Context: an optimization exercise on an open-source flow, tuned for small area. The choices shown serve that exercise and are no tape-out recipe.
The RTL was checked by simulation tests, not by an equivalence proof against the original design.

==> design/flow/design.v <==
module fa (input a, input b, input c, output s, output co);
  assign s = a ^ b ^ c;
  assign co = (a & b) | (a & c) | (b & c);
endmodule
module ha (input a, input b, output s, output co);
  assign s = a ^ b;
  assign co = a & b;
endmodule
module multiply (
    input             clk,
    input      [26:0] input_a,
    input      [26:0] input_b,
    output reg [26:0] output_q,
    output            underflow
);
wire [17:0] ma = input_a[17:0];
wire [17:0] mb = input_b[17:0];
wire [7:0]  ea = input_a[25:18];
wire [7:0]  eb = input_b[25:18];
wire [8:0]  esum = ea + eb;
assign underflow = esum < 9'd127;
wire one0, two0, neg0, bpn_0_0, bpn_0_1, bpn_0_2, bpn_0_3, bpn_0_4, bpn_0_5, bpn_0_6, bpn_0_7, bpn_0_8;
wire bpn_0_9, bpn_0_10, bpn_0_11, bpn_0_12, bpn_0_13, bpn_0_14, bpn_0_15, bpn_0_16, bpn_0_17, bpn_0_18, one1, two1;
wire neg1, bpn_1_0, bpn_1_1, bpn_1_2, bpn_1_3, bpn_1_4, bpn_1_5, bpn_1_6, bpn_1_7, bpn_1_8, bpn_1_9, bpn_1_10;
wire bpn_1_11, bpn_1_12, bpn_1_13, bpn_1_14, bpn_1_15, bpn_1_16, bpn_1_17, bpn_1_18, one2, two2, neg2, bpn_2_0;
wire bpn_2_1, bpn_2_2, bpn_2_3, bpn_2_4, bpn_2_5, bpn_2_6, bpn_2_7, bpn_2_8, bpn_2_9, bpn_2_10, bpn_2_11, bpn_2_12;
wire bpn_2_13, bpn_2_14, bpn_2_15, bpn_2_16, bpn_2_17, bpn_2_18, one3, two3, neg3, bpn_3_0, bpn_3_1, bpn_3_2;
wire bpn_3_3, bpn_3_4, bpn_3_5, bpn_3_6, bpn_3_7, bpn_3_8, bpn_3_9, bpn_3_10, bpn_3_11, bpn_3_12, bpn_3_13, bpn_3_14;
wire bpn_3_15, bpn_3_16, bpn_3_17, bpn_3_18, one4, two4, neg4, bpn_4_0, bpn_4_1, bpn_4_2, bpn_4_3, bpn_4_4;
wire bpn_4_5, bpn_4_6, bpn_4_7, bpn_4_8, bpn_4_9, bpn_4_10, bpn_4_11, bpn_4_12, bpn_4_13, bpn_4_14, bpn_4_15, bpn_4_16;
wire bpn_4_17, bpn_4_18, one5, two5, neg5, bpn_5_0, bpn_5_1, bpn_5_2, bpn_5_3, bpn_5_4, bpn_5_5, bpn_5_6;
wire bpn_5_7, bpn_5_8, bpn_5_9, bpn_5_10, bpn_5_11, bpn_5_12, bpn_5_13, bpn_5_14, bpn_5_15, bpn_5_16, bpn_5_17, bpn_5_18;
wire one6, two6, neg6, bpn_6_0, bpn_6_1, bpn_6_2, bpn_6_3, bpn_6_4, bpn_6_5, bpn_6_6, bpn_6_7, bpn_6_8;
wire bpn_6_9, bpn_6_10, bpn_6_11, bpn_6_12, bpn_6_13, bpn_6_14, bpn_6_15, bpn_6_16, bpn_6_17, bpn_6_18, one7, two7;
wire neg7, bpn_7_0, bpn_7_1, bpn_7_2, bpn_7_3, bpn_7_4, bpn_7_5, bpn_7_6, bpn_7_7, bpn_7_8, bpn_7_9, bpn_7_10;
wire bpn_7_11, bpn_7_12, bpn_7_13, bpn_7_14, bpn_7_15, bpn_7_16, bpn_7_17, bpn_7_18, one8, two8, neg8, bpn_8_0;
wire bpn_8_1, bpn_8_2, bpn_8_3, bpn_8_4, bpn_8_5, bpn_8_6, bpn_8_7, bpn_8_8, bpn_8_9, bpn_8_10, bpn_8_11, bpn_8_12;
wire bpn_8_13, bpn_8_14, bpn_8_15, bpn_8_16, bpn_8_17, bpn_8_18, ppn_l_0, ppn_l_1, ppn_l_2, ppn_l_3, ppn_l_4, ppn_l_5;
wire ppn_l_6, ppn_l_7, ppn_l_8, ppn_l_9, ppn_l_10, ppn_l_11, ppn_l_12, ppn_l_13, ppn_l_14, ppn_l_15, ppn_l_16, ppn_l_17;
wire is0, ic0, is1, ic1, fs0, fc0, fs1, fc1, fs2, fc2, fs3, fc3;
wire is2, ic2, is3, ic3, fs4, fc4, is4, ic4, fs5, fc5, is5, ic5;
wire fs6, fc6, fs7, fc7, is6, ic6, fs8, fc8, fs9, fc9, is7, ic7;
wire fs10, fc10, fs11, fc11, fs12, fc12, fs13, fc13, fs14, fc14, fs15, fc15;
wire fs16, fc16, fs17, fc17, fs18, fc18, fs19, fc19, fs20, fc20, fs21, fc21;
wire fs22, fc22, fs23, fc23, fs24, fc24, fs25, fc25, fs26, fc26, fs27, fc27;
wire fs28, fc28, fs29, fc29, fs30, fc30, fs31, fc31, fs32, fc32, fs33, fc33;
wire hs0, hc0, fs34, fc34, is8, ic8, fs35, fc35, fs36, fc36, hs1, hc1;
wire is9, ic9, fs37, fc37, is10, ic10, is11, ic11, fs38, fc38, is12, ic12;
wire fs39, fc39, is13, ic13, fs40, fc40, fs41, fc41, fs42, fc42, fs43, fc43;
wire fs44, fc44, fs45, fc45, fs46, fc46, fs47, fc47, fs48, fc48, fs49, fc49;
wire fs50, fc50, fs51, fc51, fs52, fc52, fs53, fc53, fs54, fc54, fs55, fc55;
wire fs56, fc56, fs57, fc57, fs58, fc58, fs59, fc59, fs60, fc60, fs61, fc61;
wire fs62, fc62, fs63, fc63, fs64, fc64, fs65, fc65, fs66, fc66, fs67, fc67;
wire fs68, fc68, fs69, fc69, fs70, fc70, fs71, fc71, fs72, fc72, fs73, fc73;
wire fs74, fc74, fs75, fc75, fs76, fc76, fs77, fc77, fs78, fc78, fs79, fc79;
wire hs2, hc2, is14, ic14, fs80, fc80, is15, ic15, is16, ic16, fs81, fc81;
wire fs82, fc82, fs83, fc83, fs84, fc84, fs85, fc85, fs86, fc86, fs87, fc87;
wire fs88, fc88, fs89, fc89, fs90, fc90, fs91, fc91, fs92, fc92, fs93, fc93;
wire fs94, fc94, fs95, fc95, fs96, fc96, fs97, fc97, fs98, fc98, fs99, fc99;
wire fs100, fc100, fs101, fc101, fs102, fc102, fs103, fc103, fs104, fc104, fs105, fc105;
wire fs106, fc106, fs107, fc107, fs108, fc108, is17, ic17, is18, ic18, fs109, fc109;
wire fs110, fc110, fs111, fc111, fs112, fc112, fs113, fc113, fs114, fc114, fs115, fc115;
wire fs116, fc116, fs117, fc117, fs118, fc118, fs119, fc119, fs120, fc120, fs121, fc121;
wire fs122, fc122, fs123, fc123, fs124, fc124, fs125, fc125, fs126, fc126, fs127, fc127;
wire fs128, fc128, fs129, fc129, fs130, fc130, fs131, fc131, fs132, fc132, fs133, fc133;
wire fs134, fc134, fs135, fc135, fs136, fc136, fs137, fc137, fs138, fc138, fs139, fc139;
wire fs140, fc140;
assign one0 = mb[0] ^ 1'b0;
assign two0 = (mb[1] & ~mb[0] & ~1'b0) | (~mb[1] & mb[0] & 1'b0);
assign neg0 = mb[1];
assign bpn_0_0 = ~(((one0 & ma[0])) ^ neg0);
assign bpn_0_1 = ~(((one0 & ma[1]) | (two0 & ma[0])) ^ neg0);
assign bpn_0_2 = ~(((one0 & ma[2]) | (two0 & ma[1])) ^ neg0);
assign bpn_0_3 = ~(((one0 & ma[3]) | (two0 & ma[2])) ^ neg0);
assign bpn_0_4 = ~(((one0 & ma[4]) | (two0 & ma[3])) ^ neg0);
assign bpn_0_5 = ~(((one0 & ma[5]) | (two0 & ma[4])) ^ neg0);
assign bpn_0_6 = ~(((one0 & ma[6]) | (two0 & ma[5])) ^ neg0);
assign bpn_0_7 = ~(((one0 & ma[7]) | (two0 & ma[6])) ^ neg0);
assign bpn_0_8 = ~(((one0 & ma[8]) | (two0 & ma[7])) ^ neg0);
assign bpn_0_9 = ~(((one0 & ma[9]) | (two0 & ma[8])) ^ neg0);
assign bpn_0_10 = ~(((one0 & ma[10]) | (two0 & ma[9])) ^ neg0);
assign bpn_0_11 = ~(((one0 & ma[11]) | (two0 & ma[10])) ^ neg0);
assign bpn_0_12 = ~(((one0 & ma[12]) | (two0 & ma[11])) ^ neg0);
assign bpn_0_13 = ~(((one0 & ma[13]) | (two0 & ma[12])) ^ neg0);
assign bpn_0_14 = ~(((one0 & ma[14]) | (two0 & ma[13])) ^ neg0);
assign bpn_0_15 = ~(((one0 & ma[15]) | (two0 & ma[14])) ^ neg0);
assign bpn_0_16 = ~(((one0 & ma[16]) | (two0 & ma[15])) ^ neg0);
assign bpn_0_17 = ~(((one0 & ma[17]) | (two0 & ma[16])) ^ neg0);
assign bpn_0_18 = ~(((two0 & ma[17])) ^ neg0);
assign one1 = mb[2] ^ mb[1];
assign two1 = (mb[3] & ~mb[2] & ~mb[1]) | (~mb[3] & mb[2] & mb[1]);
assign neg1 = mb[3];
assign bpn_1_0 = ~(((one1 & ma[0])) ^ neg1);
assign bpn_1_1 = ~(((one1 & ma[1]) | (two1 & ma[0])) ^ neg1);
assign bpn_1_2 = ~(((one1 & ma[2]) | (two1 & ma[1])) ^ neg1);
assign bpn_1_3 = ~(((one1 & ma[3]) | (two1 & ma[2])) ^ neg1);
assign bpn_1_4 = ~(((one1 & ma[4]) | (two1 & ma[3])) ^ neg1);
assign bpn_1_5 = ~(((one1 & ma[5]) | (two1 & ma[4])) ^ neg1);
assign bpn_1_6 = ~(((one1 & ma[6]) | (two1 & ma[5])) ^ neg1);
assign bpn_1_7 = ~(((one1 & ma[7]) | (two1 & ma[6])) ^ neg1);
assign bpn_1_8 = ~(((one1 & ma[8]) | (two1 & ma[7])) ^ neg1);
assign bpn_1_9 = ~(((one1 & ma[9]) | (two1 & ma[8])) ^ neg1);
assign bpn_1_10 = ~(((one1 & ma[10]) | (two1 & ma[9])) ^ neg1);
assign bpn_1_11 = ~(((one1 & ma[11]) | (two1 & ma[10])) ^ neg1);
assign bpn_1_12 = ~(((one1 & ma[12]) | (two1 & ma[11])) ^ neg1);
assign bpn_1_13 = ~(((one1 & ma[13]) | (two1 & ma[12])) ^ neg1);
assign bpn_1_14 = ~(((one1 & ma[14]) | (two1 & ma[13])) ^ neg1);
assign bpn_1_15 = ~(((one1 & ma[15]) | (two1 & ma[14])) ^ neg1);
assign bpn_1_16 = ~(((one1 & ma[16]) | (two1 & ma[15])) ^ neg1);
assign bpn_1_17 = ~(((one1 & ma[17]) | (two1 & ma[16])) ^ neg1);
assign bpn_1_18 = ~(((two1 & ma[17])) ^ neg1);
assign one2 = mb[4] ^ mb[3];
assign two2 = (mb[5] & ~mb[4] & ~mb[3]) | (~mb[5] & mb[4] & mb[3]);
assign neg2 = mb[5];
assign bpn_2_0 = ~(((one2 & ma[0])) ^ neg2);
assign bpn_2_1 = ~(((one2 & ma[1]) | (two2 & ma[0])) ^ neg2);
assign bpn_2_2 = ~(((one2 & ma[2]) | (two2 & ma[1])) ^ neg2);
assign bpn_2_3 = ~(((one2 & ma[3]) | (two2 & ma[2])) ^ neg2);
assign bpn_2_4 = ~(((one2 & ma[4]) | (two2 & ma[3])) ^ neg2);
assign bpn_2_5 = ~(((one2 & ma[5]) | (two2 & ma[4])) ^ neg2);
assign bpn_2_6 = ~(((one2 & ma[6]) | (two2 & ma[5])) ^ neg2);
assign bpn_2_7 = ~(((one2 & ma[7]) | (two2 & ma[6])) ^ neg2);
assign bpn_2_8 = ~(((one2 & ma[8]) | (two2 & ma[7])) ^ neg2);
assign bpn_2_9 = ~(((one2 & ma[9]) | (two2 & ma[8])) ^ neg2);
assign bpn_2_10 = ~(((one2 & ma[10]) | (two2 & ma[9])) ^ neg2);
assign bpn_2_11 = ~(((one2 & ma[11]) | (two2 & ma[10])) ^ neg2);
assign bpn_2_12 = ~(((one2 & ma[12]) | (two2 & ma[11])) ^ neg2);
assign bpn_2_13 = ~(((one2 & ma[13]) | (two2 & ma[12])) ^ neg2);
assign bpn_2_14 = ~(((one2 & ma[14]) | (two2 & ma[13])) ^ neg2);
assign bpn_2_15 = ~(((one2 & ma[15]) | (two2 & ma[14])) ^ neg2);
assign bpn_2_16 = ~(((one2 & ma[16]) | (two2 & ma[15])) ^ neg2);
assign bpn_2_17 = ~(((one2 & ma[17]) | (two2 & ma[16])) ^ neg2);
assign bpn_2_18 = ~(((two2 & ma[17])) ^ neg2);
assign one3 = mb[6] ^ mb[5];
assign two3 = (mb[7] & ~mb[6] & ~mb[5]) | (~mb[7] & mb[6] & mb[5]);
assign neg3 = mb[7];
assign bpn_3_0 = ~(((one3 & ma[0])) ^ neg3);
assign bpn_3_1 = ~(((one3 & ma[1]) | (two3 & ma[0])) ^ neg3);
assign bpn_3_2 = ~(((one3 & ma[2]) | (two3 & ma[1])) ^ neg3);
assign bpn_3_3 = ~(((one3 & ma[3]) | (two3 & ma[2])) ^ neg3);
assign bpn_3_4 = ~(((one3 & ma[4]) | (two3 & ma[3])) ^ neg3);
assign bpn_3_5 = ~(((one3 & ma[5]) | (two3 & ma[4])) ^ neg3);
assign bpn_3_6 = ~(((one3 & ma[6]) | (two3 & ma[5])) ^ neg3);
assign bpn_3_7 = ~(((one3 & ma[7]) | (two3 & ma[6])) ^ neg3);
assign bpn_3_8 = ~(((one3 & ma[8]) | (two3 & ma[7])) ^ neg3);
assign bpn_3_9 = ~(((one3 & ma[9]) | (two3 & ma[8])) ^ neg3);
assign bpn_3_10 = ~(((one3 & ma[10]) | (two3 & ma[9])) ^ neg3);
assign bpn_3_11 = ~(((one3 & ma[11]) | (two3 & ma[10])) ^ neg3);
assign bpn_3_12 = ~(((one3 & ma[12]) | (two3 & ma[11])) ^ neg3);
assign bpn_3_13 = ~(((one3 & ma[13]) | (two3 & ma[12])) ^ neg3);
assign bpn_3_14 = ~(((one3 & ma[14]) | (two3 & ma[13])) ^ neg3);
assign bpn_3_15 = ~(((one3 & ma[15]) | (two3 & ma[14])) ^ neg3);
assign bpn_3_16 = ~(((one3 & ma[16]) | (two3 & ma[15])) ^ neg3);
assign bpn_3_17 = ~(((one3 & ma[17]) | (two3 & ma[16])) ^ neg3);
assign bpn_3_18 = ~(((two3 & ma[17])) ^ neg3);
assign one4 = mb[8] ^ mb[7];
assign two4 = (mb[9] & ~mb[8] & ~mb[7]) | (~mb[9] & mb[8] & mb[7]);
assign neg4 = mb[9];
assign bpn_4_0 = ~(((one4 & ma[0])) ^ neg4);
assign bpn_4_1 = ~(((one4 & ma[1]) | (two4 & ma[0])) ^ neg4);
assign bpn_4_2 = ~(((one4 & ma[2]) | (two4 & ma[1])) ^ neg4);
assign bpn_4_3 = ~(((one4 & ma[3]) | (two4 & ma[2])) ^ neg4);
assign bpn_4_4 = ~(((one4 & ma[4]) | (two4 & ma[3])) ^ neg4);
assign bpn_4_5 = ~(((one4 & ma[5]) | (two4 & ma[4])) ^ neg4);
assign bpn_4_6 = ~(((one4 & ma[6]) | (two4 & ma[5])) ^ neg4);
assign bpn_4_7 = ~(((one4 & ma[7]) | (two4 & ma[6])) ^ neg4);
assign bpn_4_8 = ~(((one4 & ma[8]) | (two4 & ma[7])) ^ neg4);
assign bpn_4_9 = ~(((one4 & ma[9]) | (two4 & ma[8])) ^ neg4);
assign bpn_4_10 = ~(((one4 & ma[10]) | (two4 & ma[9])) ^ neg4);
assign bpn_4_11 = ~(((one4 & ma[11]) | (two4 & ma[10])) ^ neg4);
assign bpn_4_12 = ~(((one4 & ma[12]) | (two4 & ma[11])) ^ neg4);
assign bpn_4_13 = ~(((one4 & ma[13]) | (two4 & ma[12])) ^ neg4);
assign bpn_4_14 = ~(((one4 & ma[14]) | (two4 & ma[13])) ^ neg4);
assign bpn_4_15 = ~(((one4 & ma[15]) | (two4 & ma[14])) ^ neg4);
assign bpn_4_16 = ~(((one4 & ma[16]) | (two4 & ma[15])) ^ neg4);
assign bpn_4_17 = ~(((one4 & ma[17]) | (two4 & ma[16])) ^ neg4);
assign bpn_4_18 = ~(((two4 & ma[17])) ^ neg4);
assign one5 = mb[10] ^ mb[9];
assign two5 = (mb[11] & ~mb[10] & ~mb[9]) | (~mb[11] & mb[10] & mb[9]);
assign neg5 = mb[11];
assign bpn_5_0 = ~(((one5 & ma[0])) ^ neg5);
assign bpn_5_1 = ~(((one5 & ma[1]) | (two5 & ma[0])) ^ neg5);
assign bpn_5_2 = ~(((one5 & ma[2]) | (two5 & ma[1])) ^ neg5);
assign bpn_5_3 = ~(((one5 & ma[3]) | (two5 & ma[2])) ^ neg5);
assign bpn_5_4 = ~(((one5 & ma[4]) | (two5 & ma[3])) ^ neg5);
assign bpn_5_5 = ~(((one5 & ma[5]) | (two5 & ma[4])) ^ neg5);
assign bpn_5_6 = ~(((one5 & ma[6]) | (two5 & ma[5])) ^ neg5);
assign bpn_5_7 = ~(((one5 & ma[7]) | (two5 & ma[6])) ^ neg5);
assign bpn_5_8 = ~(((one5 & ma[8]) | (two5 & ma[7])) ^ neg5);
assign bpn_5_9 = ~(((one5 & ma[9]) | (two5 & ma[8])) ^ neg5);
assign bpn_5_10 = ~(((one5 & ma[10]) | (two5 & ma[9])) ^ neg5);
assign bpn_5_11 = ~(((one5 & ma[11]) | (two5 & ma[10])) ^ neg5);
assign bpn_5_12 = ~(((one5 & ma[12]) | (two5 & ma[11])) ^ neg5);
assign bpn_5_13 = ~(((one5 & ma[13]) | (two5 & ma[12])) ^ neg5);
assign bpn_5_14 = ~(((one5 & ma[14]) | (two5 & ma[13])) ^ neg5);
assign bpn_5_15 = ~(((one5 & ma[15]) | (two5 & ma[14])) ^ neg5);
assign bpn_5_16 = ~(((one5 & ma[16]) | (two5 & ma[15])) ^ neg5);
assign bpn_5_17 = ~(((one5 & ma[17]) | (two5 & ma[16])) ^ neg5);
assign bpn_5_18 = ~(((two5 & ma[17])) ^ neg5);
assign one6 = mb[12] ^ mb[11];
assign two6 = (mb[13] & ~mb[12] & ~mb[11]) | (~mb[13] & mb[12] & mb[11]);
assign neg6 = mb[13];
assign bpn_6_0 = ~(((one6 & ma[0])) ^ neg6);
assign bpn_6_1 = ~(((one6 & ma[1]) | (two6 & ma[0])) ^ neg6);
assign bpn_6_2 = ~(((one6 & ma[2]) | (two6 & ma[1])) ^ neg6);
assign bpn_6_3 = ~(((one6 & ma[3]) | (two6 & ma[2])) ^ neg6);
assign bpn_6_4 = ~(((one6 & ma[4]) | (two6 & ma[3])) ^ neg6);
assign bpn_6_5 = ~(((one6 & ma[5]) | (two6 & ma[4])) ^ neg6);
assign bpn_6_6 = ~(((one6 & ma[6]) | (two6 & ma[5])) ^ neg6);
assign bpn_6_7 = ~(((one6 & ma[7]) | (two6 & ma[6])) ^ neg6);
assign bpn_6_8 = ~(((one6 & ma[8]) | (two6 & ma[7])) ^ neg6);
assign bpn_6_9 = ~(((one6 & ma[9]) | (two6 & ma[8])) ^ neg6);
assign bpn_6_10 = ~(((one6 & ma[10]) | (two6 & ma[9])) ^ neg6);
assign bpn_6_11 = ~(((one6 & ma[11]) | (two6 & ma[10])) ^ neg6);
assign bpn_6_12 = ~(((one6 & ma[12]) | (two6 & ma[11])) ^ neg6);
assign bpn_6_13 = ~(((one6 & ma[13]) | (two6 & ma[12])) ^ neg6);
assign bpn_6_14 = ~(((one6 & ma[14]) | (two6 & ma[13])) ^ neg6);
assign bpn_6_15 = ~(((one6 & ma[15]) | (two6 & ma[14])) ^ neg6);
assign bpn_6_16 = ~(((one6 & ma[16]) | (two6 & ma[15])) ^ neg6);
assign bpn_6_17 = ~(((one6 & ma[17]) | (two6 & ma[16])) ^ neg6);
assign bpn_6_18 = ~(((two6 & ma[17])) ^ neg6);
assign one7 = mb[14] ^ mb[13];
assign two7 = (mb[15] & ~mb[14] & ~mb[13]) | (~mb[15] & mb[14] & mb[13]);
assign neg7 = mb[15];
assign bpn_7_0 = ~(((one7 & ma[0])) ^ neg7);
assign bpn_7_1 = ~(((one7 & ma[1]) | (two7 & ma[0])) ^ neg7);
assign bpn_7_2 = ~(((one7 & ma[2]) | (two7 & ma[1])) ^ neg7);
assign bpn_7_3 = ~(((one7 & ma[3]) | (two7 & ma[2])) ^ neg7);
assign bpn_7_4 = ~(((one7 & ma[4]) | (two7 & ma[3])) ^ neg7);
assign bpn_7_5 = ~(((one7 & ma[5]) | (two7 & ma[4])) ^ neg7);
assign bpn_7_6 = ~(((one7 & ma[6]) | (two7 & ma[5])) ^ neg7);
assign bpn_7_7 = ~(((one7 & ma[7]) | (two7 & ma[6])) ^ neg7);
assign bpn_7_8 = ~(((one7 & ma[8]) | (two7 & ma[7])) ^ neg7);
assign bpn_7_9 = ~(((one7 & ma[9]) | (two7 & ma[8])) ^ neg7);
assign bpn_7_10 = ~(((one7 & ma[10]) | (two7 & ma[9])) ^ neg7);
assign bpn_7_11 = ~(((one7 & ma[11]) | (two7 & ma[10])) ^ neg7);
assign bpn_7_12 = ~(((one7 & ma[12]) | (two7 & ma[11])) ^ neg7);
assign bpn_7_13 = ~(((one7 & ma[13]) | (two7 & ma[12])) ^ neg7);
assign bpn_7_14 = ~(((one7 & ma[14]) | (two7 & ma[13])) ^ neg7);
assign bpn_7_15 = ~(((one7 & ma[15]) | (two7 & ma[14])) ^ neg7);
assign bpn_7_16 = ~(((one7 & ma[16]) | (two7 & ma[15])) ^ neg7);
assign bpn_7_17 = ~(((one7 & ma[17]) | (two7 & ma[16])) ^ neg7);
assign bpn_7_18 = ~(((two7 & ma[17])) ^ neg7);
assign one8 = mb[16] ^ mb[15];
assign two8 = (mb[17] & ~mb[16] & ~mb[15]) | (~mb[17] & mb[16] & mb[15]);
assign neg8 = mb[17];
assign bpn_8_0 = ~(((one8 & ma[0])) ^ neg8);
assign bpn_8_1 = ~(((one8 & ma[1]) | (two8 & ma[0])) ^ neg8);
assign bpn_8_2 = ~(((one8 & ma[2]) | (two8 & ma[1])) ^ neg8);
assign bpn_8_3 = ~(((one8 & ma[3]) | (two8 & ma[2])) ^ neg8);
assign bpn_8_4 = ~(((one8 & ma[4]) | (two8 & ma[3])) ^ neg8);
assign bpn_8_5 = ~(((one8 & ma[5]) | (two8 & ma[4])) ^ neg8);
assign bpn_8_6 = ~(((one8 & ma[6]) | (two8 & ma[5])) ^ neg8);
assign bpn_8_7 = ~(((one8 & ma[7]) | (two8 & ma[6])) ^ neg8);
assign bpn_8_8 = ~(((one8 & ma[8]) | (two8 & ma[7])) ^ neg8);
assign bpn_8_9 = ~(((one8 & ma[9]) | (two8 & ma[8])) ^ neg8);
assign bpn_8_10 = ~(((one8 & ma[10]) | (two8 & ma[9])) ^ neg8);
assign bpn_8_11 = ~(((one8 & ma[11]) | (two8 & ma[10])) ^ neg8);
assign bpn_8_12 = ~(((one8 & ma[12]) | (two8 & ma[11])) ^ neg8);
assign bpn_8_13 = ~(((one8 & ma[13]) | (two8 & ma[12])) ^ neg8);
assign bpn_8_14 = ~(((one8 & ma[14]) | (two8 & ma[13])) ^ neg8);
assign bpn_8_15 = ~(((one8 & ma[15]) | (two8 & ma[14])) ^ neg8);
assign bpn_8_16 = ~(((one8 & ma[16]) | (two8 & ma[15])) ^ neg8);
assign bpn_8_17 = ~(((one8 & ma[17]) | (two8 & ma[16])) ^ neg8);
assign bpn_8_18 = ~(((two8 & ma[17])) ^ neg8);
assign ppn_l_0 = ~(ma[0] & mb[17]);
assign ppn_l_1 = ~(ma[1] & mb[17]);
assign ppn_l_2 = ~(ma[2] & mb[17]);
assign ppn_l_3 = ~(ma[3] & mb[17]);
assign ppn_l_4 = ~(ma[4] & mb[17]);
assign ppn_l_5 = ~(ma[5] & mb[17]);
assign ppn_l_6 = ~(ma[6] & mb[17]);
assign ppn_l_7 = ~(ma[7] & mb[17]);
assign ppn_l_8 = ~(ma[8] & mb[17]);
assign ppn_l_9 = ~(ma[9] & mb[17]);
assign ppn_l_10 = ~(ma[10] & mb[17]);
assign ppn_l_11 = ~(ma[11] & mb[17]);
assign ppn_l_12 = ~(ma[12] & mb[17]);
assign ppn_l_13 = ~(ma[13] & mb[17]);
assign ppn_l_14 = ~(ma[14] & mb[17]);
assign ppn_l_15 = ~(ma[15] & mb[17]);
assign ppn_l_16 = ~(ma[16] & mb[17]);
assign ppn_l_17 = ~(ma[17] & mb[17]);
assign is0 = ~(bpn_0_16 ^ bpn_1_14);
assign ic0 = bpn_0_16 | bpn_1_14;
assign is1 = ~(bpn_0_17 ^ bpn_1_15);
assign ic1 = bpn_0_17 | bpn_1_15;
fa u_fa0 (.a(bpn_0_18), .b(bpn_1_16), .c(bpn_2_14), .s(fs0), .co(fc0));
fa u_fa1 (.a(~neg0), .b(bpn_1_17), .c(bpn_2_15), .s(fs1), .co(fc1));
fa u_fa2 (.a(~neg0), .b(bpn_1_18), .c(bpn_2_16), .s(fs2), .co(fc2));
fa u_fa3 (.a(neg0), .b(neg1), .c(bpn_2_17), .s(fs3), .co(fc3));
assign is2 = ~(bpn_0_10 ^ bpn_1_8);
assign ic2 = bpn_0_10 | bpn_1_8;
assign is3 = ~(bpn_0_11 ^ bpn_1_9);
assign ic3 = bpn_0_11 | bpn_1_9;
fa u_fa4 (.a(bpn_0_12), .b(bpn_1_10), .c(bpn_2_8), .s(fs4), .co(fc4));
assign is4 = ~(bpn_3_6 ^ bpn_4_4);
assign ic4 = bpn_3_6 | bpn_4_4;
fa u_fa5 (.a(bpn_0_13), .b(bpn_1_11), .c(bpn_2_9), .s(fs5), .co(fc5));
assign is5 = ~(bpn_3_7 ^ bpn_4_5);
assign ic5 = bpn_3_7 | bpn_4_5;
fa u_fa6 (.a(bpn_0_14), .b(bpn_1_12), .c(bpn_2_10), .s(fs6), .co(fc6));
fa u_fa7 (.a(bpn_3_8), .b(bpn_4_6), .c(bpn_5_4), .s(fs7), .co(fc7));
assign is6 = ~(bpn_6_2 ^ bpn_7_0);
assign ic6 = bpn_6_2 | bpn_7_0;
fa u_fa8 (.a(bpn_0_15), .b(bpn_1_13), .c(bpn_2_11), .s(fs8), .co(fc8));
fa u_fa9 (.a(bpn_3_9), .b(bpn_4_7), .c(bpn_5_5), .s(fs9), .co(fc9));
assign is7 = ~(bpn_6_3 ^ bpn_7_1);
assign ic7 = bpn_6_3 | bpn_7_1;
fa u_fa10 (.a(is0), .b(bpn_2_12), .c(bpn_3_10), .s(fs10), .co(fc10));
fa u_fa11 (.a(bpn_4_8), .b(bpn_5_6), .c(bpn_6_4), .s(fs11), .co(fc11));
fa u_fa12 (.a(bpn_7_2), .b(bpn_8_0), .c(~neg8), .s(fs12), .co(fc12));
fa u_fa13 (.a(ic0), .b(is1), .c(bpn_2_13), .s(fs13), .co(fc13));
fa u_fa14 (.a(bpn_3_11), .b(bpn_4_9), .c(bpn_5_7), .s(fs14), .co(fc14));
fa u_fa15 (.a(bpn_6_5), .b(bpn_7_3), .c(bpn_8_1), .s(fs15), .co(fc15));
fa u_fa16 (.a(ic1), .b(fs0), .c(bpn_3_12), .s(fs16), .co(fc16));
fa u_fa17 (.a(bpn_4_10), .b(bpn_5_8), .c(bpn_6_6), .s(fs17), .co(fc17));
fa u_fa18 (.a(bpn_7_4), .b(bpn_8_2), .c(ppn_l_0), .s(fs18), .co(fc18));
fa u_fa19 (.a(fc0), .b(fs1), .c(bpn_3_13), .s(fs19), .co(fc19));
fa u_fa20 (.a(bpn_4_11), .b(bpn_5_9), .c(bpn_6_7), .s(fs20), .co(fc20));
fa u_fa21 (.a(bpn_7_5), .b(bpn_8_3), .c(ppn_l_1), .s(fs21), .co(fc21));
fa u_fa22 (.a(fc1), .b(fs2), .c(bpn_3_14), .s(fs22), .co(fc22));
fa u_fa23 (.a(bpn_4_12), .b(bpn_5_10), .c(bpn_6_8), .s(fs23), .co(fc23));
fa u_fa24 (.a(bpn_7_6), .b(bpn_8_4), .c(ppn_l_2), .s(fs24), .co(fc24));
fa u_fa25 (.a(fc2), .b(fs3), .c(bpn_3_15), .s(fs25), .co(fc25));
fa u_fa26 (.a(bpn_4_13), .b(bpn_5_11), .c(bpn_6_9), .s(fs26), .co(fc26));
fa u_fa27 (.a(bpn_7_7), .b(bpn_8_5), .c(ppn_l_3), .s(fs27), .co(fc27));
fa u_fa28 (.a(fc3), .b(~bpn_2_18), .c(bpn_3_16), .s(fs28), .co(fc28));
fa u_fa29 (.a(bpn_4_14), .b(bpn_5_12), .c(bpn_6_10), .s(fs29), .co(fc29));
fa u_fa30 (.a(bpn_7_8), .b(bpn_8_6), .c(ppn_l_4), .s(fs30), .co(fc30));
fa u_fa31 (.a(bpn_2_18), .b(neg2), .c(bpn_3_17), .s(fs31), .co(fc31));
fa u_fa32 (.a(bpn_4_15), .b(bpn_5_13), .c(bpn_6_11), .s(fs32), .co(fc32));
fa u_fa33 (.a(bpn_7_9), .b(bpn_8_7), .c(ppn_l_5), .s(fs33), .co(fc33));
ha u_ha0 (.a(bpn_3_18), .b(bpn_4_16), .s(hs0), .co(hc0));
fa u_fa34 (.a(bpn_5_14), .b(bpn_6_12), .c(bpn_7_10), .s(fs34), .co(fc34));
assign is8 = ~(bpn_8_8 ^ ppn_l_6);
assign ic8 = bpn_8_8 | ppn_l_6;
fa u_fa35 (.a(neg3), .b(bpn_4_17), .c(bpn_5_15), .s(fs35), .co(fc35));
fa u_fa36 (.a(bpn_6_13), .b(bpn_7_11), .c(bpn_8_9), .s(fs36), .co(fc36));
ha u_ha1 (.a(bpn_4_18), .b(bpn_5_16), .s(hs1), .co(hc1));
assign is9 = ~(bpn_6_14 ^ bpn_7_12);
assign ic9 = bpn_6_14 | bpn_7_12;
fa u_fa37 (.a(neg4), .b(bpn_5_17), .c(bpn_6_15), .s(fs37), .co(fc37));
assign is10 = ~(bpn_0_6 ^ bpn_1_4);
assign ic10 = bpn_0_6 | bpn_1_4;
assign is11 = ~(bpn_0_7 ^ bpn_1_5);
assign ic11 = bpn_0_7 | bpn_1_5;
fa u_fa38 (.a(bpn_0_8), .b(bpn_1_6), .c(bpn_2_4), .s(fs38), .co(fc38));
assign is12 = ~(bpn_3_2 ^ bpn_4_0);
assign ic12 = bpn_3_2 | bpn_4_0;
fa u_fa39 (.a(bpn_0_9), .b(bpn_1_7), .c(bpn_2_5), .s(fs39), .co(fc39));
assign is13 = ~(bpn_3_3 ^ bpn_4_1);
assign ic13 = bpn_3_3 | bpn_4_1;
fa u_fa40 (.a(is2), .b(bpn_2_6), .c(bpn_3_4), .s(fs40), .co(fc40));
fa u_fa41 (.a(bpn_4_2), .b(bpn_5_0), .c(~neg5), .s(fs41), .co(fc41));
fa u_fa42 (.a(ic2), .b(is3), .c(bpn_2_7), .s(fs42), .co(fc42));
fa u_fa43 (.a(bpn_3_5), .b(bpn_4_3), .c(bpn_5_1), .s(fs43), .co(fc43));
fa u_fa44 (.a(ic3), .b(fs4), .c(is4), .s(fs44), .co(fc44));
fa u_fa45 (.a(bpn_5_2), .b(bpn_6_0), .c(~neg6), .s(fs45), .co(fc45));
fa u_fa46 (.a(fc4), .b(ic4), .c(fs5), .s(fs46), .co(fc46));
fa u_fa47 (.a(is5), .b(bpn_5_3), .c(bpn_6_1), .s(fs47), .co(fc47));
fa u_fa48 (.a(fc5), .b(ic5), .c(fs6), .s(fs48), .co(fc48));
fa u_fa49 (.a(fs7), .b(is6), .c(~neg7), .s(fs49), .co(fc49));
fa u_fa50 (.a(fc6), .b(fc7), .c(ic6), .s(fs50), .co(fc50));
fa u_fa51 (.a(fs8), .b(fs9), .c(is7), .s(fs51), .co(fc51));
fa u_fa52 (.a(fc8), .b(fc9), .c(ic7), .s(fs52), .co(fc52));
fa u_fa53 (.a(fs10), .b(fs11), .c(fs12), .s(fs53), .co(fc53));
fa u_fa54 (.a(fc10), .b(fc11), .c(fc12), .s(fs54), .co(fc54));
fa u_fa55 (.a(fs13), .b(fs14), .c(fs15), .s(fs55), .co(fc55));
fa u_fa56 (.a(fc13), .b(fc14), .c(fc15), .s(fs56), .co(fc56));
fa u_fa57 (.a(fs16), .b(fs17), .c(fs18), .s(fs57), .co(fc57));
fa u_fa58 (.a(fc16), .b(fc17), .c(fc18), .s(fs58), .co(fc58));
fa u_fa59 (.a(fs19), .b(fs20), .c(fs21), .s(fs59), .co(fc59));
fa u_fa60 (.a(fc19), .b(fc20), .c(fc21), .s(fs60), .co(fc60));
fa u_fa61 (.a(fs22), .b(fs23), .c(fs24), .s(fs61), .co(fc61));
fa u_fa62 (.a(fc22), .b(fc23), .c(fc24), .s(fs62), .co(fc62));
fa u_fa63 (.a(fs25), .b(fs26), .c(fs27), .s(fs63), .co(fc63));
fa u_fa64 (.a(fc25), .b(fc26), .c(fc27), .s(fs64), .co(fc64));
fa u_fa65 (.a(fs28), .b(fs29), .c(fs30), .s(fs65), .co(fc65));
fa u_fa66 (.a(fc28), .b(fc29), .c(fc30), .s(fs66), .co(fc66));
fa u_fa67 (.a(fs31), .b(fs32), .c(fs33), .s(fs67), .co(fc67));
fa u_fa68 (.a(fc31), .b(fc32), .c(fc33), .s(fs68), .co(fc68));
fa u_fa69 (.a(hs0), .b(fs34), .c(is8), .s(fs69), .co(fc69));
fa u_fa70 (.a(hc0), .b(fc34), .c(ic8), .s(fs70), .co(fc70));
fa u_fa71 (.a(fs35), .b(fs36), .c(ppn_l_7), .s(fs71), .co(fc71));
fa u_fa72 (.a(fc35), .b(fc36), .c(hs1), .s(fs72), .co(fc72));
fa u_fa73 (.a(is9), .b(bpn_8_10), .c(ppn_l_8), .s(fs73), .co(fc73));
fa u_fa74 (.a(hc1), .b(ic9), .c(fs37), .s(fs74), .co(fc74));
fa u_fa75 (.a(bpn_7_13), .b(bpn_8_11), .c(ppn_l_9), .s(fs75), .co(fc75));
fa u_fa76 (.a(fc37), .b(~bpn_5_18), .c(bpn_6_16), .s(fs76), .co(fc76));
fa u_fa77 (.a(bpn_7_14), .b(bpn_8_12), .c(ppn_l_10), .s(fs77), .co(fc77));
fa u_fa78 (.a(bpn_5_18), .b(neg5), .c(bpn_6_17), .s(fs78), .co(fc78));
fa u_fa79 (.a(bpn_7_15), .b(bpn_8_13), .c(ppn_l_11), .s(fs79), .co(fc79));
ha u_ha2 (.a(bpn_6_18), .b(bpn_7_16), .s(hs2), .co(hc2));
assign is14 = ~(bpn_8_14 ^ ppn_l_12);
assign ic14 = bpn_8_14 | ppn_l_12;
fa u_fa80 (.a(neg6), .b(bpn_7_17), .c(bpn_8_15), .s(fs80), .co(fc80));
assign is15 = ~(bpn_0_4 ^ bpn_1_2);
assign ic15 = bpn_0_4 | bpn_1_2;
assign is16 = ~(bpn_0_5 ^ bpn_1_3);
assign ic16 = bpn_0_5 | bpn_1_3;
fa u_fa81 (.a(is10), .b(bpn_2_2), .c(bpn_3_0), .s(fs81), .co(fc81));
fa u_fa82 (.a(ic10), .b(is11), .c(bpn_2_3), .s(fs82), .co(fc82));
fa u_fa83 (.a(ic11), .b(fs38), .c(is12), .s(fs83), .co(fc83));
fa u_fa84 (.a(fc38), .b(ic12), .c(fs39), .s(fs84), .co(fc84));
fa u_fa85 (.a(fc39), .b(ic13), .c(fs40), .s(fs85), .co(fc85));
fa u_fa86 (.a(fc40), .b(fc41), .c(fs42), .s(fs86), .co(fc86));
fa u_fa87 (.a(fc42), .b(fc43), .c(fs44), .s(fs87), .co(fc87));
fa u_fa88 (.a(fc44), .b(fc45), .c(fs46), .s(fs88), .co(fc88));
fa u_fa89 (.a(fc46), .b(fc47), .c(fs48), .s(fs89), .co(fc89));
fa u_fa90 (.a(fc48), .b(fc49), .c(fs50), .s(fs90), .co(fc90));
fa u_fa91 (.a(fc50), .b(fc51), .c(fs52), .s(fs91), .co(fc91));
fa u_fa92 (.a(fc52), .b(fc53), .c(fs54), .s(fs92), .co(fc92));
fa u_fa93 (.a(fc54), .b(fc55), .c(fs56), .s(fs93), .co(fc93));
fa u_fa94 (.a(fc56), .b(fc57), .c(fs58), .s(fs94), .co(fc94));
fa u_fa95 (.a(fc58), .b(fc59), .c(fs60), .s(fs95), .co(fc95));
fa u_fa96 (.a(fc60), .b(fc61), .c(fs62), .s(fs96), .co(fc96));
fa u_fa97 (.a(fc62), .b(fc63), .c(fs64), .s(fs97), .co(fc97));
fa u_fa98 (.a(fc64), .b(fc65), .c(fs66), .s(fs98), .co(fc98));
fa u_fa99 (.a(fc66), .b(fc67), .c(fs68), .s(fs99), .co(fc99));
fa u_fa100 (.a(fc68), .b(fc69), .c(fs70), .s(fs100), .co(fc100));
fa u_fa101 (.a(fc70), .b(fc71), .c(fs72), .s(fs101), .co(fc101));
fa u_fa102 (.a(fc72), .b(fc73), .c(fs74), .s(fs102), .co(fc102));
fa u_fa103 (.a(fc74), .b(fc75), .c(fs76), .s(fs103), .co(fc103));
fa u_fa104 (.a(fc76), .b(fc77), .c(fs78), .s(fs104), .co(fc104));
fa u_fa105 (.a(fc78), .b(fc79), .c(hs2), .s(fs105), .co(fc105));
fa u_fa106 (.a(hc2), .b(ic14), .c(fs80), .s(fs106), .co(fc106));
fa u_fa107 (.a(fc80), .b(~bpn_7_18), .c(bpn_8_16), .s(fs107), .co(fc107));
fa u_fa108 (.a(bpn_7_18), .b(neg7), .c(bpn_8_17), .s(fs108), .co(fc108));
assign is17 = ~(bpn_0_2 ^ bpn_1_0);
assign ic17 = bpn_0_2 | bpn_1_0;
assign is18 = ~(bpn_0_3 ^ bpn_1_1);
assign ic18 = bpn_0_3 | bpn_1_1;
fa u_fa109 (.a(is15), .b(bpn_2_0), .c(~neg2), .s(fs109), .co(fc109));
fa u_fa110 (.a(ic15), .b(is16), .c(bpn_2_1), .s(fs110), .co(fc110));
fa u_fa111 (.a(ic16), .b(fs81), .c(~neg3), .s(fs111), .co(fc111));
fa u_fa112 (.a(fc81), .b(fs82), .c(bpn_3_1), .s(fs112), .co(fc112));
fa u_fa113 (.a(fc82), .b(fs83), .c(~neg4), .s(fs113), .co(fc113));
fa u_fa114 (.a(fc83), .b(fs84), .c(is13), .s(fs114), .co(fc114));
fa u_fa115 (.a(fc84), .b(fs85), .c(fs41), .s(fs115), .co(fc115));
fa u_fa116 (.a(fc85), .b(fs86), .c(fs43), .s(fs116), .co(fc116));
fa u_fa117 (.a(fc86), .b(fs87), .c(fs45), .s(fs117), .co(fc117));
fa u_fa118 (.a(fc87), .b(fs88), .c(fs47), .s(fs118), .co(fc118));
fa u_fa119 (.a(fc88), .b(fs89), .c(fs49), .s(fs119), .co(fc119));
fa u_fa120 (.a(fc89), .b(fs90), .c(fs51), .s(fs120), .co(fc120));
fa u_fa121 (.a(fc90), .b(fs91), .c(fs53), .s(fs121), .co(fc121));
fa u_fa122 (.a(fc91), .b(fs92), .c(fs55), .s(fs122), .co(fc122));
fa u_fa123 (.a(fc92), .b(fs93), .c(fs57), .s(fs123), .co(fc123));
fa u_fa124 (.a(fc93), .b(fs94), .c(fs59), .s(fs124), .co(fc124));
fa u_fa125 (.a(fc94), .b(fs95), .c(fs61), .s(fs125), .co(fc125));
fa u_fa126 (.a(fc95), .b(fs96), .c(fs63), .s(fs126), .co(fc126));
fa u_fa127 (.a(fc96), .b(fs97), .c(fs65), .s(fs127), .co(fc127));
fa u_fa128 (.a(fc97), .b(fs98), .c(fs67), .s(fs128), .co(fc128));
fa u_fa129 (.a(fc98), .b(fs99), .c(fs69), .s(fs129), .co(fc129));
fa u_fa130 (.a(fc99), .b(fs100), .c(fs71), .s(fs130), .co(fc130));
fa u_fa131 (.a(fc100), .b(fs101), .c(fs73), .s(fs131), .co(fc131));
fa u_fa132 (.a(fc101), .b(fs102), .c(fs75), .s(fs132), .co(fc132));
fa u_fa133 (.a(fc102), .b(fs103), .c(fs77), .s(fs133), .co(fc133));
fa u_fa134 (.a(fc103), .b(fs104), .c(fs79), .s(fs134), .co(fc134));
fa u_fa135 (.a(fc104), .b(fs105), .c(is14), .s(fs135), .co(fc135));
fa u_fa136 (.a(fc105), .b(fs106), .c(ppn_l_13), .s(fs136), .co(fc136));
fa u_fa137 (.a(fc106), .b(fs107), .c(ppn_l_14), .s(fs137), .co(fc137));
fa u_fa138 (.a(fc107), .b(fs108), .c(ppn_l_15), .s(fs138), .co(fc138));
fa u_fa139 (.a(fc108), .b(~bpn_8_18), .c(ppn_l_16), .s(fs139), .co(fc139));
fa u_fa140 (.a(bpn_8_18), .b(neg8), .c(ppn_l_17), .s(fs140), .co(fc140));
wire [35:0] ran = {fc139, fc138, fc137, fc136, fc135, fc134, fc133, fc132, fc131, fc130, fc129, fc128, fc127, fc126, fc125, fc124, fc123, fc122, fc121, fc120, fc119, fc118, fc117, fc116, fc115, fc114, fc113, fc112, fc111, fc110, fc109, ic18, ic17, is17, bpn_0_1, bpn_0_0};
wire [35:0] rbn = {fs140, fs139, fs138, fs137, fs136, fs135, fs134, fs133, fs132, fs131, fs130, fs129, fs128, fs127, fs126, fs125, fs124, fs123, fs122, fs121, fs120, fs119, fs118, fs117, fs116, fs115, fs114, fs113, fs112, fs111, fs110, fs109, is18, ~neg1, 1'b1, ~neg0};
wire [35:0] pn = ran + rbn + 36'd1;
wire p35 = ~pn[35];
wire nz = (|ma) & (|mb);
wire [7:0] einc = esum[7:0] + 8'd1;
wire [7:0] e = p35 ? einc : esum[7:0];
wire [17:0] m = ~(p35 ? pn[35:18] : pn[34:17]);
always @(posedge clk)
    output_q <= {(input_a[26] ^ input_b[26]) & nz, {~e[7], e[6:0]} & {8{nz}}, m};
endmodule
==> design/flow/run.sh <==
#!/bin/bash
# synth_recipe.tcl (not shown) runs the flow's synth.tcl, then flattens the netlist and writes it again
# the make line also repeats each setting of config.mk as NAME=value (left out here)
make -C /OpenROAD-flow-scripts/flow DESIGN_CONFIG=/design/flow/config.mk WORK_HOME=/design/flow/orfs CLKGATE_MAP_FILE= SYNTH_SCRIPT=/design/flow/synth_recipe.tcl finish
==> design/flow/config.mk <==
export PLATFORM = sky130hd
export DESIGN_NAME = multiply
export DESIGN_NICKNAME = multiply
export VERILOG_FILES = /design/flow/design.v
export SDC_FILE = /design/flow/constraint.sdc
export NUM_CORES = 4
export LEC_CHECK = 0
export ABC_AREA = 1
export CAP_MARGIN = 20
export CORE_MARGIN = 2
export CORE_UTILIZATION = 40
export PLACE_DENSITY = 0.6
export SLEW_MARGIN = 20
export SYNTH_HIERARCHICAL = 1
export SYNTH_MINIMUM_KEEP_SIZE = 0
==> design/flow/constraint.sdc <==
create_clock -name core_clock -period 8.5 [get_ports {clk}]
set_input_delay 1.7000 -clock core_clock [delete_from_list [all_inputs] [get_ports {clk}]]
set_output_delay 1.7000 -clock core_clock [all_outputs]
set_load 0.01 [all_outputs]
==> reports/qor.csv, run 1 <==
metric;value;unit
status;complete, no violations;
netlist_instances;1319;
crit_type;in -> reg;
worstMarginPinSlew;0.823;ns
io_buffers;82;
placementRows;57;
placed_cells;1688;
critPathMaxFanout;23;
largest_register;output_q;
maxSlewViolCount;0;
via_per_inst;5.55;
dieArea;26400;um2
required;8.62;ns
grt-ovfl-total;0;
die_height;162;um
drive_gt1_frac;0.0475;
synth_edf_count;0;
largest_reg_flops;27;
htreeDepth;1;
grt_pass1_vias;9475;
syn_area;10000;um2
antenna_found_initial;0;
ys_async_sr_fraction;0;
drt_drc_violations_left;0;
numClockSinks;27;
critPathLaunchType;input port;
fin_area;11200;um2
netlist.top_cell.by_area;fa_1;
syn_avg_cell_area;7.61;um2
initialDrtViolationCount;740;
initial_core_util;0.410;
cts_made_buffers;3;
hold_slack;2.09;ns
final.period_utilization;0.903;
syn_to_final_growth;11.9;%
min_path_cells;3;
yosys.area_share.simple;0.189;
clockBufferDepth;2;
die_w;162;um
tns;0;ns
synth.top_cell.area_share;0.283;
cts_tree;done;
synthTopCellsByArea;fa_1 (28%), xor2_1 (15%), nand2_1 (9.9%);
cts_resized;0;
n_antenna_cell;0;
cts_hold_buffers;0;
clkTransAtPathRegs;0.06;ns
grt_pass1_wl;51400;um
synth-xor-area-share;0.159;
maxSlewHeadroom;0.446;
cp.arrival;7.79;ns
final_nets;1630;
crit_path_end_kind;flop;
vias;9388;
grt_max_degree;28;
track_usage;0.247;
drv_cap;0;
hold_path.class;in -> reg;
dp_hpwl;26000;um
ys_warn_count;7;
place_area;11200;um2
setup_viol_count_final;0;
io_pins;83;
rsz0062_at_grt;false;
fin_crit;7.68;ns
dr_wl_met2;14600;um
hold_viol_final;0;
postLayoutCoreUtil;0.459;
first_pass_iters;7;
largestRegisters;output_q: 27 flops;
met3_length;2400;um
synth_nets;1580;
synth_top_family_by_area;adder cells;
wire_per_inst;18.9;um
fin_cells;1692;
synth_ff_type;dfxtp_1;
routabilityCongestion;0.929;
synthMuxAreaShare;0;
synth_seq_cells;27;
highest_layer;met4;
fmax;0.130;GHz
core_area;24500;um2
wl;31900;um
wl_met1;13700;um
root_buffer;clkbuf_16;
final_antenna_net_count;0;
synthAdderAreaFrac;0.363;
synth-compound-area-share;0.150;
synthDistinctLibCells;41;
ys_seq_area_frac;0.0538;
cts_setup_buffers;0;
-- cells by family after synthesis --
kind of cell,count (synthesis)
AOI/OAI and AO/OA,249
xor gates and xnor gates,182
adders and majority gates,206
buffers and inverters,209
DFF,27
and+or+nand+nor,446
-- routing by layer --
| metal | vias up | global-route usage |
|---|---|---|
| li1 | 4437 | - |
| met1 | 4474 | 0.344 |
| met2 | 398 | 0.397 |
| met3 | 79 | 0.0318 |
| met4 | 0 | 0.0841 |
| met5 | - | 0 |
-- per-module statistics from Yosys (local to each module, per instance) --
| module | area [um2] | copies in the design |
|---|---|---|
| fa | 20.0 | 141 |
| ha | 12.5 | 3 |
| multiply | 7180 | 1 |
-- cell usage after synthesis (9+ instances only) --
cell type  count
nand3b_1       9
dfxtp_1       27
buf_2         17
a21oi_1       48
xnor2_1       11
nand2_1      265
nand3_1       34
fa_1         142
inv_1        115
o22ai_1      152
clkbuf_1      33
nand4_1       11
nor2_1        87
xor2_1       171
o21ai_0       21
ha_1          64
nor3_1        11
clkinv_1      25
-- worst max-delay path, cell delays in order --
cell             delay [ns]
clkdlybuf4s50_1        0.73
nor2_1                 0.19
nor2_1                 0.18
clkinv_1               0.51
o22ai_1                0.40
xor2_1                 0.22
fa_1                   0.47
fa_1                   0.45
fa_1                   0.56
fa_1                   0.43
ha_1                   0.40
a21oi_1                0.23
nand2_1                0.14
a21oi_1                0.17
nand3_2                0.20
nand2_2                0.14
nand2_2                0.07
nand2_1                0.08
nand2_2                0.23
nand2_1                0.15
o21ai_0                0.11
-- per-stage QoR --
stage          setup WS, ns
2_1_floorplan          1.82
3_3_place_gp          0.699
3_5_place_dp          0.665
4_1_cts               0.924
5_1_grt               0.452
6_report              0.825
-- area by class of cell --
class	count	area, um2
repair buffers	107	1010
well taps	324	405
clock buffers	3	75.1
flip-flops and latches	27	541
clock inverters	1	5.00
inverters	147	553
fillers	2464	13200
multi-input cells	1083	8640
-- worst paths after layout --
check                        from           end  slack [ns]
worst max-delay path   input_b[7]   output_q[1]        0.82
worst min-delay path  input_a[26]  output_q[26]        2.09
-- cells in the final DEF (no fill, tap or decap), drive strengths merged --
| cell type | synthesis | routed |
|---|---|---|
| a21boi | 2 | 2 |
| a21o | 5 | 5 |
| a21oi | 54 | 54 |
| a31oi | 1 | 1 |
| and2 | 1 | 1 |
| buf | 29 | 25 |
| clkbuf | 33 | 3 |
| clkdlybuf4s50 | 0 | 82 |
| clkinv | 26 | 27 |
| dfxtp | 27 | 27 |
| fa | 142 | 142 |
| ha | 64 | 64 |
| inv | 121 | 121 |
| nand2 | 274 | 274 |
| nand3 | 37 | 37 |
| nand3b | 9 | 9 |
| nand4 | 11 | 11 |
| nor2 | 93 | 93 |
| nor3 | 11 | 11 |
| nor4 | 7 | 7 |
| o2111ai | 1 | 1 |
| o21a | 5 | 5 |
| o21ai | 26 | 26 |
| o21bai | 3 | 3 |
| o22ai | 152 | 152 |
| or2 | 3 | 3 |
| xnor2 | 11 | 11 |
| xor2 | 171 | 171 |
==> run 2: changes to the inputs <==
--- a/design/flow/design.v
+++ b/design/flow/design.v
@@ -467,3 +467,134 @@
 wire [35:0] rbn = {fs140, fs139, fs138, fs137, fs136, fs135, fs134, fs133, fs132, fs131, fs130, fs129, fs128, fs127, fs126, fs125, fs124, fs123, fs122, fs121, fs120, fs119, fs118, fs117, fs116, fs115, fs114, fs113, fs112, fs111, fs110, fs109, is18, ~neg1, 1'b1, ~neg0};
-wire [35:0] pn = ran + rbn + 36'd1;
+wire [35:0] pn, g, p;
+assign p = ran ^ rbn;
+assign g = {ran[35:1] & rbn[35:1], ran[0] | rbn[0]};
+wire G0 = g[1] | (p[1] & g[0]);
+wire G1 = g[3] | (p[3] & g[2]);
+wire P1 = p[3] & p[2];
+wire G2 = g[5] | (p[5] & g[4]);
+wire P2 = p[5] & p[4];
+wire G3 = g[7] | (p[7] & g[6]);
+wire P3 = p[7] & p[6];
+wire G4 = g[9] | (p[9] & g[8]);
+wire P4 = p[9] & p[8];
+wire G5 = g[11] | (p[11] & g[10]);
+wire P5 = p[11] & p[10];
+wire G6 = g[13] | (p[13] & g[12]);
+wire P6 = p[13] & p[12];
+wire G7 = g[15] | (p[15] & g[14]);
+wire P7 = p[15] & p[14];
+wire G8 = g[17] | (p[17] & g[16]);
+wire P8 = p[17] & p[16];
+wire G9 = g[19] | (p[19] & g[18]);
+wire P9 = p[19] & p[18];
+wire G10 = g[21] | (p[21] & g[20]);
+wire P10 = p[21] & p[20];
+wire G11 = g[23] | (p[23] & g[22]);
+wire P11 = p[23] & p[22];
+wire G12 = g[25] | (p[25] & g[24]);
+wire P12 = p[25] & p[24];
+wire G13 = g[27] | (p[27] & g[26]);
+wire P13 = p[27] & p[26];
+wire G14 = g[29] | (p[29] & g[28]);
+wire P14 = p[29] & p[28];
+wire G15 = g[31] | (p[31] & g[30]);
+wire P15 = p[31] & p[30];
+wire G16 = g[33] | (p[33] & g[32]);
+wire P16 = p[33] & p[32];
+wire G17 = g[35] | (p[35] & g[34]);
+wire P17 = p[35] & p[34];
+wire G18 = G1 | (P1 & G0);
+wire G19 = G3 | (P3 & G2);
+wire P19 = P3 & P2;
+wire G20 = G5 | (P5 & G4);
+wire P20 = P5 & P4;
+wire G21 = G7 | (P7 & G6);
+wire P21 = P7 & P6;
+wire G22 = G9 | (P9 & G8);
+wire P22 = P9 & P8;
+wire G23 = G11 | (P11 & G10);
+wire P23 = P11 & P10;
+wire G24 = G13 | (P13 & G12);
+wire P24 = P13 & P12;
+wire G25 = G15 | (P15 & G14);
+wire P25 = P15 & P14;
+wire G26 = G17 | (P17 & G16);
+wire P26 = P17 & P16;
+wire G27 = G19 | (P19 & G18);
+wire G28 = G21 | (P21 & G20);
+wire P28 = P21 & P20;
+wire G29 = G23 | (P23 & G22);
+wire P29 = P23 & P22;
+wire G30 = G25 | (P25 & G24);
+wire P30 = P25 & P24;
+wire G31 = G28 | (P28 & G27);
+wire G32 = G30 | (P30 & G29);
+wire P32 = P30 & P29;
+wire G33 = G32 | (P32 & G31);
+wire G34 = G29 | (P29 & G31);
+wire G35 = G20 | (P20 & G27);
+wire G36 = G22 | (P22 & G31);
+wire G37 = G24 | (P24 & G34);
+wire G38 = G26 | (P26 & G33);
+wire G39 = G2 | (P2 & G18);
+wire G40 = G4 | (P4 & G27);
+wire G41 = G6 | (P6 & G35);
+wire G42 = G8 | (P8 & G31);
+wire G43 = G10 | (P10 & G36);
+wire G44 = G12 | (P12 & G34);
+wire G45 = G14 | (P14 & G37);
+wire G46 = G16 | (P16 & G33);
+wire G47 = g[2] | (p[2] & G0);
+wire G48 = g[4] | (p[4] & G18);
+wire G49 = g[6] | (p[6] & G39);
+wire G50 = g[8] | (p[8] & G27);
+wire G51 = g[10] | (p[10] & G40);
+wire G52 = g[12] | (p[12] & G35);
+wire G53 = g[14] | (p[14] & G41);
+wire G54 = g[16] | (p[16] & G31);
+wire G55 = g[18] | (p[18] & G42);
+wire G56 = g[20] | (p[20] & G36);
+wire G57 = g[22] | (p[22] & G43);
+wire G58 = g[24] | (p[24] & G34);
+wire G59 = g[26] | (p[26] & G44);
+wire G60 = g[28] | (p[28] & G37);
+wire G61 = g[30] | (p[30] & G45);
+wire G62 = g[32] | (p[32] & G33);
+wire G63 = g[34] | (p[34] & G46);
+assign pn[0] = ~p[0];
+assign pn[1] = p[1] ^ g[0];
+assign pn[2] = p[2] ^ G0;
+assign pn[3] = p[3] ^ G47;
+assign pn[4] = p[4] ^ G18;
+assign pn[5] = p[5] ^ G48;
+assign pn[6] = p[6] ^ G39;
+assign pn[7] = p[7] ^ G49;
+assign pn[8] = p[8] ^ G27;
+assign pn[9] = p[9] ^ G50;
+assign pn[10] = p[10] ^ G40;
+assign pn[11] = p[11] ^ G51;
+assign pn[12] = p[12] ^ G35;
+assign pn[13] = p[13] ^ G52;
+assign pn[14] = p[14] ^ G41;
+assign pn[15] = p[15] ^ G53;
+assign pn[16] = p[16] ^ G31;
+assign pn[17] = p[17] ^ G54;
+assign pn[18] = p[18] ^ G42;
+assign pn[19] = p[19] ^ G55;
+assign pn[20] = p[20] ^ G36;
+assign pn[21] = p[21] ^ G56;
+assign pn[22] = p[22] ^ G43;
+assign pn[23] = p[23] ^ G57;
+assign pn[24] = p[24] ^ G34;
+assign pn[25] = p[25] ^ G58;
+assign pn[26] = p[26] ^ G44;
+assign pn[27] = p[27] ^ G59;
+assign pn[28] = p[28] ^ G37;
+assign pn[29] = p[29] ^ G60;
+assign pn[30] = p[30] ^ G45;
+assign pn[31] = p[31] ^ G61;
+assign pn[32] = p[32] ^ G33;
+assign pn[33] = p[33] ^ G62;
+assign pn[34] = p[34] ^ G46;
+assign pn[35] = p[35] ^ G63;
 wire p35 = ~pn[35];
==> run 2 against run 1 <==
Critical path type unchanged. Fmax shrank 3.8%. Sequential share of layout area grew 0.27 points. Worst setup slack lost 0.30 ns. Design area shrank 5.3%. First-iteration DRC count shrank 9.9%.
==> reports/qor.csv, run 2 <==
metric;value;unit;change
cts_made_buffers;3;;unchanged
n_antenna_cell;0;;unchanged
cts_tree;done;;unchanged
critPathMaxFanout;17;;was 23
numClockSinks;27;;unchanged
crit_path_end_kind;flop;;unchanged
layout_common_cells;xor2_1 (171), fa_1 (151), o22ai_1 (121), nand2_1 (102), inv_1 (88);;was nand2_1 (265), xor2_1 (171), o22ai_1 (152), fa_1 (142), inv_1 (115)
path_buf_inv;7;;was 2
fmax;0.125;GHz;was 0.130 GHz
wire_per_inst;19.4;um;was 18.9 um
initialDrtViolationCount;667;;was 740
dieArea;24500;um2;was 26400 um2
cp_slowest_stage_delay;0.57;ns;was 0.73 ns
htreeDepth;1;;unchanged
drv_cap;0;;unchanged
synth_ff_type;dfxtp_1;;unchanged
final_nets;1384;;was 1630
syn_area;9290;um2;was 10000 um2
syn_avg_cell_area;9.03;um2;was 7.61 um2
drt_drc_violations_left;0;;unchanged
grt_pass1_wl;43100;um;was 51400 um
antenna_found_initial;0;;unchanged
cts_hold_buffers;0;;unchanged
path_common_cell;fa_1;;unchanged
synth_edf_count;0;;unchanged
synth_nets;1298;;was 1580
placementRows;55;;was 57
vias;7732;;was 9388
endpoint;output_q[24];;was output_q[1]
synthDistinctLibCells;45;;was 41
final.period_utilization;0.939;;was 0.903
worstMarginPinSlew;0.587;ns;was 0.823 ns
maxSlewViolCount;0;;unchanged
root_buffer;clkbuf_16;;unchanged
critPathLaunchType;input port;;unchanged
ys_async_sr_fraction;0;;unchanged
io_pins;83;;unchanged
yosys-top-cells-count;xor2_1 (171), fa_1 (151), o22ai_1 (121), nand2_1 (103), inv_1 (88);;was nand2_1 (265), xor2_1 (171), o22ai_1 (152), fa_1 (142), inv_1 (115)
tns;0;ns;unchanged
first_pass_iters;5;;was 7
via_per_inst;5.53;;was 5.55
cp_top_family;adder cells;;unchanged
synth_most_common_cell;xor2_1;;was nand2_1
crit_cells;32;;was 21
clkTransAtPathRegs;0.07;ns;was 0.06 ns
drive_gt1_frac;0.132;;was 0.0475
final_antenna_net_count;0;;unchanged
die_w;156;um;was 162 um
startpoint;input_b[3];;was input_b[7]
netlist_instances;1029;;was 1319
cts_setup_buffers;0;;unchanged
largest_reg_flops;27;;unchanged
synthTopCellsByArea;fa_1 (33%), xor2_1 (16%), ha_1 (8.5%);;was fa_1 (28%), xor2_1 (15%), nand2_1 (9.9%)
synth.top_cell.area_share;0.325;;was 0.283
wl;27100;um;was 31900 um
largestRegisters;output_q: 27 flops;;unchanged
grt-ovfl-total;0;;unchanged
grt_max_degree;23;;was 28
synth_seq_cells;27;;unchanged
cpMaxStageDelayCell;clkdlybuf4s50_1;;unchanged
fin_crit;7.98;ns;was 7.68 ns
ys_seq_area_frac;0.0582;;was 0.0538
core_area;22700;um2;was 24500 um2
crit_type;in -> reg;;unchanged
maxSlewHeadroom;0.606;;was 0.446
layout_commonest_cell;xor2_1;;was nand2_1
ys_warn_count;7;;unchanged
hold_slack;2.09;ns;about the same
setup_viol_count_final;0;;unchanged
hold_path.class;in -> reg;;unchanged
grt_pass1_vias;7943;;was 9475
routabilityCongestion;0.926;;was 0.929
die_height;156;um;was 162 um
status;complete, no violations;;unchanged
dp_hpwl;22000;um;was 26000 um
io_buffers;82;;unchanged
largest_register;output_q;;unchanged
rsz0062_at_grt;false;;unchanged
cts_resized;0;;unchanged
track_usage;0.227;;was 0.247
required;8.67;ns;was 8.62 ns
hold_viol_final;0;;unchanged
clockBufferDepth;2;;unchanged
netlist.top_cell.by_area;fa_1;;unchanged
initial_core_util;0.409;;was 0.410
syn_to_final_growth;14.5;%;was 11.9%
cp.arrival;8.15;ns;was 7.79 ns
run 2: cell types whose count changed after synthesis, sizes merged, moves of 9 or more:
cell / delta
nand2: -166
a21oi: -21
buf: +10
nand3: -22
inv: -12
clkbuf: -10
nor2: -53
fa: +9
run 2: worst min-delay path by stage:
stage,from,to,cells after the start
finish,input_a[26],output_q[26],3
global route,input_b[26],output_q[26],3
CTS,input_a[26],output_q[26],3
detailed placement,input_a[26],output_q[26],3
global placement,input_a[26],output_q[26],3
floorplan,input_a[26],output_q[26],2
run 2: layout make-up:
cell class                      instances  area [um2]
Sequential cell                        27         541
Timing Repair Buffer                  143        1280
Fill cell                            2226       12100
Multi-Input combinational cell        812        7890
Inverter                              128         488
Clock buffer                            3        75.1
Tap cell                              285         357
Clock inverter                          1        5.00
run 2: routing by layer:
| metal | share of wire | wire, um | vias up | global-route usage |
|---|---|---|---|---|
| met3 | 0.079 | 2130 | 54 | 0.0396 |
| met1 | 0.43 | 11800 | 3784 | 0.315 |
| met2 | 0.46 | 12400 | 310 | 0.366 |
| met5 | 0 | 0 | - | 0 |
| met4 | 0.030 | 814 | 0 | 0.0603 |
| li1 | - | - | 3584 | - |
run 2: logic make-up after synthesis:
kind of cell / Yosys count / synth area share
XOR/XNOR: 181 / 0.171
AO/OA/AOI/OAI: 224 / 0.173
flip-flops: 27 / 0.0582
adder cells (fa/ha/maj): 214 / 0.410
AND/OR/NAND/NOR: 193 / 0.0940
buffers and inverters: 190 / 0.0931
run 2: metrics by stage:
stage	area [um2]	utilization	worst slack, ns	cells
after global placement	10500	0.464	0.371	1395
after CTS	10600	0.468	0.485	1399
after detailed placement	10500	0.464	0.216	1395
after floorplan	9290	-	1.45	1029
final	10600	0.468	0.520	1399
after global routing	10600	0.468	0.0674	1399
run 2: Yosys stat by module (local to each module, per instance):
| module | cells inside | copies in the design | flops+latches |
|---|---|---|---|
| ha | 1 | 3 | 0 |
| fa | 1 | 141 | 0 |
| multiply | 885 | 1 | 27 |

## separate check: timing with driven ports
In the flow no input, the clock included, has a driving cell. The finished layouts below were timed again as built, in two steps. Step 1, drivers: a clkbuf_16 drives clk and a buf_2 each remaining input, both assumed. Step 2 also shifts input and output timing later by t, the mid clock arrival at the registers, as if the neighbouring blocks saw the same clock. Slacks: no drivers / after step 1 / after step 2; pairs: no drivers / after step 1.
run	t (ns)	slack for setup (ns)	clock arrival spread, ns	worst register clock-pin slew, ns
run 1	0.284	0.825 / 0.834 / 0.549	0.003 / 0.003	0.06 / 0.06
run 2	0.298	0.520 / 0.530 / 0.231	0.005 / 0.005	0.07 / 0.07
After both steps every run listed still meets setup and hold. The setup slack of run 2, which loses most, moves by +0.010 ns with the drivers and by -0.289 ns with both steps.
